From an optimization exercise on the open Yosys and OpenROAD flow, aimed at small area, a short achievable clock period and few clock cycles per item; shortcuts taken in it are not production practice.
In this exercise RTL edits were held to simulation tests only and were not proved equivalent to the original.
Power is estimated from default activity; no workload was simulated.

==> flow/design.v (excerpt) <==
module alu32 #(
  parameter K = 2      
) (
input clk,
input reset,
input start,
input [31:0] A,
input [31:0] B,
input [2:0] S,
output done,
output [31:0] R
);
Size: roughly 1,800 cells after synthesis, roughly 41 flip-flops, about 100 I/O pins, about 11,000 um^2 of cells after synthesis.
Settings: LEC_CHECK=0, ABC_AREA=1, CAP_MARGIN=20, CORE_MARGIN=2, CORE_UTILIZATION=55, CTS_BUF_LIST=sky130_fd_sc_hd__clkbuf_4 sky130_fd_sc_hd__clkbuf_8, SLEW_MARGIN=20; clock period 24.0 ns.
standard.sh (not shown) runs the stock make flow with config.mk's settings and CLKGATE_MAP_FILE= SYNTH_SCRIPT=/design/flow/synth_recipe.tcl, a recipe that flattens the netlist after the stock synthesis.
==> flow/flow/run.sh <==
#!/bin/bash
# The standard layout, with plain buf_2 port buffers, and timing repair
# aiming past the period.
set -euo pipefail
export BUFFER_PORTS_ARGS="-buffer_cell sky130_fd_sc_hd__buf_2"
export SETUP_SLACK_MARGIN=11.0
bash standard.sh > standard_flow.log 2>&1
The first run went through all stages and came out clean.
Testbench counts at the start, summed over its fixed seeds: cycles 5,650, mods 1,200.
Edit:
--- a/flow/flow/run.sh
+++ b/flow/flow/run.sh
@@ -5,3 +5,3 @@
 export BUFFER_PORTS_ARGS="-buffer_cell sky130_fd_sc_hd__buf_2"
-export SETUP_SLACK_MARGIN=11.0
+export SETUP_SLACK_MARGIN=11.5
 bash standard.sh > standard_flow.log 2>&1
Outcome: The new run passed the timing, design-rule and antenna checks; setup slack is better by 0.37 ns; routed wire length is higher by about 1.9%; combinational power stays flat; count of clock-buffer cells in the layout is higher by 1.
Edit:
--- a/flow/flow/run.sh
+++ b/flow/flow/run.sh
@@ -5,3 +5,3 @@
 export BUFFER_PORTS_ARGS="-buffer_cell sky130_fd_sc_hd__buf_2"
-export SETUP_SLACK_MARGIN=11.5
+export SETUP_SLACK_MARGIN=12.2
 bash standard.sh > standard_flow.log 2>&1
- CTS_BUF_LIST: sky130_fd_sc_hd__clkbuf_4 sky130_fd_sc_hd__clkbuf_8 -> unset
The new run went through all stages and came out clean. Hold slack gets worse by 0.012 ns. Power came out higher by 3.2%. Setup slack gets worse by 0.022 ns. Non-clock buffer count came out higher by 22. Core utilization came out higher by 2.6 points. Combinational power came out higher by about 3%. Final area came out higher by 4.1%. Wire length came out higher by 5.2%.


## job 2987
alu32, a different RTL version from the one above (not shown whole).
Size in the first run: roughly 41 flip-flops, ~100 I/O pins.
==> flow/config.mk <==
export PLATFORM = sky130hd
export DESIGN_NAME = alu32
export DESIGN_NICKNAME = alu32
export VERILOG_FILES = /design/flow/design.v
export SDC_FILE = /design/flow/constraint.sdc
export NUM_CORES = 4
export LEC_CHECK = 0
export ABC_AREA = 1
export CAP_MARGIN = 20
export CORE_MARGIN = 2
export CORE_UTILIZATION = 55
export SLEW_MARGIN = 20
==> flow/constraint.sdc <==
create_clock -name core_clock -period 24.0 [get_ports {clk}]
set_input_delay 4.8000 -clock core_clock [delete_from_list [all_inputs] [get_ports {clk}]]
set_output_delay 4.8000 -clock core_clock [all_outputs]
set_load 0.01 [all_outputs]
==> flow/flow/run.sh <==
#!/bin/bash
# The standard layout, with the port buffers that it inserts on every input
# and output made plain buf_2 cells instead of the resizer's default choice.
set -euo pipefail
export BUFFER_PORTS_ARGS="-buffer_cell sky130_fd_sc_hd__buf_2"
bash standard.sh > standard_flow.log 2>&1
Both conditions hold for job 2987: the flow ran to the end and the final layout passed the timing, design-rule and antenna checks.
Testbench counts of job 2987, summed over its fixed seeds: cycles 5,650, mods 1,200.
Input-level comparison between job 9415 and job 2987:
==> flow/flow/run.sh <==
#!/bin/bash
# The standard layout, with plain buf_2 port buffers, and timing repair
# aiming past the period.
set -euo pipefail
export BUFFER_PORTS_ARGS="-buffer_cell sky130_fd_sc_hd__buf_2"
export SETUP_SLACK_MARGIN=11.5
bash standard.sh > standard_flow.log 2>&1
- Against job 2987, setup slack in job 9415 came out better.
- Compared with job 2987, in job 9415 post-route cell area rose by 660 um2, time the final worst path needs with I/O delays and setup fell by 1.06 ns, total wirelength of the detailed-routed design rose by 2700 um, cell internal power dissipation rose by about 2%, switching power share of the total stayed essentially flat.
- Compared with job 2987, job 9415 shows a lower worst hold slack.
- Of job 9415 and job 2987, the run reporting the lower largest stage delay on the critical path was job 9415.
> inputs changed (job 9415 -> job 806)
==> flow/run.sh (new file) <==
#!/bin/bash
# synth_recipe.tcl (not shown) runs the flow's synth.tcl, then flattens the netlist and writes it again
# the make line also repeats each setting of config.mk as NAME=value (left out here)
make -C /OpenROAD-flow-scripts/flow DESIGN_CONFIG=/design/flow/config.mk WORK_HOME=/design/flow/orfs CLKGATE_MAP_FILE= SYNTH_SCRIPT=/design/flow/synth_recipe.tcl finish
removed: flow/flow/run.sh
removed: flow/standard.sh
Notes after the runs:
Job 806 | stages: all done | timing, DRC, antenna: all pass. | via count of the first global-routing pass | higher: job 9415 |. Lower utilization goes to job 806 over job 9415. ~same share of power burned in registers in job 806 and job 9415. Changes observed in job 806 relative to job 9415: maximum resistive drop on vdd saw an increase, number of antenna violations at the first check in global routing saw little to no change, total power draw saw a decrease.

==> afterwards: timing with drivers on the ports <==
The results above use ideal ports. As a check the final layouts listed here were re-extracted and re-timed, cells and wires unchanged. Step 1 sets driving cells, clkbuf_16 on the clock port and buf_2 on the other inputs (assumed; they add their load-dependent delay and slew). Step 2 moves the port delays by t, midway between the first and last clock arrival at a register: inputs arrive t later, outputs are due t later. That takes back most of the time a late clock gives input paths. Three values: ideal, step 1, step 2; two values: the first two.
run	t (ns)	setup slack, ns	worst hold slack (ns)	worst setup path after step 2	clock arrival spread, ns
the first run of note 1	0.351	11.181 / 11.158 / 11.158	0.539 / 0.539 / 0.539	input to output	0.011 / 0.011
the second run of note 1	0.352	11.555 / 11.501 / 11.501	0.540 / 0.540 / 0.540	input to output	0.012 / 0.012
the third run of note 1	0.342	11.532 / 11.489 / 11.489	0.528 / 0.528 / 0.528	input to output	0.010 / 0.011
job 2987	0.330	10.531 / 10.512 / 10.512	0.496 / 0.496 / 0.496	input to output	0.010 / 0.010
job 9415	0.335	11.587 / 11.554 / 11.554	0.493 / 0.493 / 0.493	input to output	0.013 / 0.013
job 806	0.335	9.221 / 9.197 / 9.197	0.490 / 0.490 / 0.490	input to output	0.007 / 0.006
After both steps setup and hold are still met in every run listed. For the second run of note 1, which loses most, drivers alone change the setup slack by -0.054 ns; drivers and shift together by -0.054 ns.
